From an optimization exercise on the open Yosys and OpenROAD flow, aimed at small area, a short achievable clock period and few clock cycles per item; shortcuts taken in it are not production practice.
In this exercise RTL edits were held to simulation tests only and were not proved equivalent to the original.
Power figures rest on the tool's default switching activity, not on a simulated workload.

==> inputs of exp/harbor <==
==> flow/design.v (excerpt) <==
module MDC(
    clk, rst_n, in_valid, in_data, in_mode,
    out_valid, out_data
);
==> flow/config.mk <==
export PLATFORM = sky130hd
export DESIGN_NAME = MDC
export DESIGN_NICKNAME = MDC
export VERILOG_FILES = /design/flow/design.v
export SDC_FILE = /design/flow/constraint.sdc
export NUM_CORES = 4
export LEC_CHECK = 0
export CAP_MARGIN = 20
export CORE_MARGIN = 2
export CORE_UTILIZATION = 55
export PLACE_DENSITY = 0.72
export SLEW_MARGIN = 20
==> flow/constraint.sdc <==
create_clock -name core_clock -period 22.0 [get_ports {clk}]
set_input_delay 4.4000 -clock core_clock [delete_from_list [all_inputs] [get_ports {clk}]]
set_output_delay 4.4000 -clock core_clock [all_outputs]
set_load 0.01 [all_outputs]
standard.sh (not shown) runs the stock make flow with config.mk's settings and CLKGATE_MAP_FILE= SYNTH_SCRIPT=/design/flow/synth_recipe.tcl, a recipe that flattens the netlist after the stock synthesis.
==> flow/flow/run.sh <==
#!/bin/bash
# The standard ORFS layout (the standard.sh) with three changes to how it is
# made; the SDC and the clock period are unchanged:
#  - repair_timing is asked to leave 15.5 ns of setup slack at the 22 ns clock,
#    so it works on every path longer than 6.5 ns;
#  - the port buffers that buffer_ports inserts are buf_2 cells instead of the
#    delay cells it picks by default;
#  - the resizer may swap a cell for one with a different footprint.
set -euo pipefail
bash standard.sh SETUP_SLACK_MARGIN=15.5 MATCH_CELL_FOOTPRINT=0 \
  "BUFFER_PORTS_ARGS=-buffer_cell sky130_fd_sc_hd__buf_2" finish > orfs_flow.log 2>&1
==> inputs of exp/nickel, as changes to exp/harbor <==
ABC_AREA = 1   (was unset)
==> inputs of exp/delta, as changes to exp/harbor <==
CTS_CLUSTER_DIAMETER = 60   (was unset)
CTS_CLUSTER_SIZE = 30   (was unset)
==> inputs of exp/willow, as changes to exp/harbor <==
==> flow/flow/run.sh (replaced) <==
#!/bin/bash
# The standard ORFS layout (the standard.sh) with three changes to how it is
# made; the SDC and the clock period are unchanged:
#  - repair_timing is asked to leave 15.75 ns of setup slack at the 22 ns clock,
#    so it works on every path longer than 6.25 ns;
#  - the port buffers that buffer_ports inserts are buf_2 cells instead of the
#    delay cells it picks by default;
#  - the resizer may swap a cell for one with a different footprint.
set -euo pipefail
bash standard.sh SETUP_SLACK_MARGIN=15.75 MATCH_CELL_FOOTPRINT=0 \
  "BUFFER_PORTS_ARGS=-buffer_cell sky130_fd_sc_hd__buf_2" finish > orfs_flow.log 2>&1
==> comparison table <==
	exp/willow	exp/nickel	exp/delta	exp/harbor
Result of the run	complete, no violations	complete, no violations	complete, no violations	complete, no violations
Post-synthesis xor/xnor area fraction	10.8%	9.00%	10.8%	10.8%
M1 wire length	80300 µm	105000 µm	81000 µm	80300 µm
Adder-Cell Fraction of Synth Area	20.6%	20.0%	20.6%	20.6%
Synth-to-layout area growth	13.2%	10.8%	9.66%	9.97%
Share of the core filled with cells	62.6%	61.2%	60.6%	60.8%
Global-route wire length before repair	344000 µm	422000 µm	339000 µm	341000 µm
Sequential-to-total area share from yosys stat	29.6%	28.6%	29.6%	29.6%
Worst reg2reg startpoint	c6$_DFF_P_	l1_y[13]$_DFF_P_	c9$_DFF_P_	c6$_DFF_P_
Max stage delay on crit path	0.54 ns	0.62 ns	0.55 ns	0.65 ns
Max-Slew Margin vs Limit	10.6%	2.47%	10.8%	7.99%
Worst slack at placement	14.58 ns	15.12 ns	14.24 ns	14.24 ns
Cell with the biggest individual delay on the critical path	dfrtp_4	dfxtp_1	fa_1	dfxtp_4
Final routed wire length divided by cell count	35.3 µm	36.8 µm	35.1 µm	35.0 µm
Leak	25.9 nW	27.6 nW	25.3 nW	25.4 nW
Detailed Place HPWL	164000 µm	235000 µm	168000 µm	168000 µm
Maximum operating frequency	157 MHz	149 MHz	153 MHz	153 MHz
Antenna diode count	28	41	24	16
Number of tapcells	1287	1368	1287	1287
Register Area	16100 µm²	16100 µm²	16100 µm²	16100 µm²
Synthesized area	54200 µm²	56000 µm²	54200 µm²	54200 µm²
Most used cell, CP	clkbuf_16	fa_1	fa_1	-
Layout Nets	6221	7722	6173	6181
Maximum vdd ir drop	0.0000838 V	0.0000579 V	0.0000887 V	0.0000856 V
Number of filler cells placed in the layout	7999	9112	8180	8155
Vias in the first global route	48800	54000	48000	48200
Initial drt markers	11300	13700	10100	9766
Testbench counts of exp/harbor, summed over its fixed seeds: cycles 9,216, items 512.
Testbench counts of exp/nickel, summed over its fixed seeds: cycles 9,216, items 512.
Testbench counts of exp/delta, summed over its fixed seeds: cycles 9,216, items 512.
Testbench counts of exp/willow, summed over its fixed seeds: cycles 9,216, items 512.

-- what the ideal ports hide --
The flow's constraints put no driver on any port. The routed layouts listed below were extracted and timed again, unchanged, in two steps. Step 1 (the two cells are an assumption about what drives the block):
set clk [get_ports {clk}]
set_driving_cell -lib_cell sky130_fd_sc_hd__clkbuf_16 $clk
set_driving_cell -lib_cell sky130_fd_sc_hd__buf_2 [delete_from_list [all_inputs] $clk]
Step 2 also shifts input and output timing later by t, the mid clock arrival at the registers, as if the neighbouring blocks saw the same clock. Three values: ideal ports, drivers, drivers and shift; two values: the first two.
run | t (ns) | setup slack, ns | worst register clock-pin slew, ns
exp/harbor | 0.739 | 15.472 / 15.395 / 14.949 | 0.07 / 0.07
exp/nickel | 0.777 | 15.268 / 15.268 / 14.729 | 0.07 / 0.07
exp/delta | 0.764 | 15.456 / 15.406 / 14.915 | 0.10 / 0.10
exp/willow | 0.724 | 15.614 / 15.536 / 15.154 | 0.07 / 0.07
After both steps every run listed still meets setup and hold. For exp/delta, which loses most, drivers alone change the setup slack by -0.050 ns; drivers and shift together by -0.541 ns.
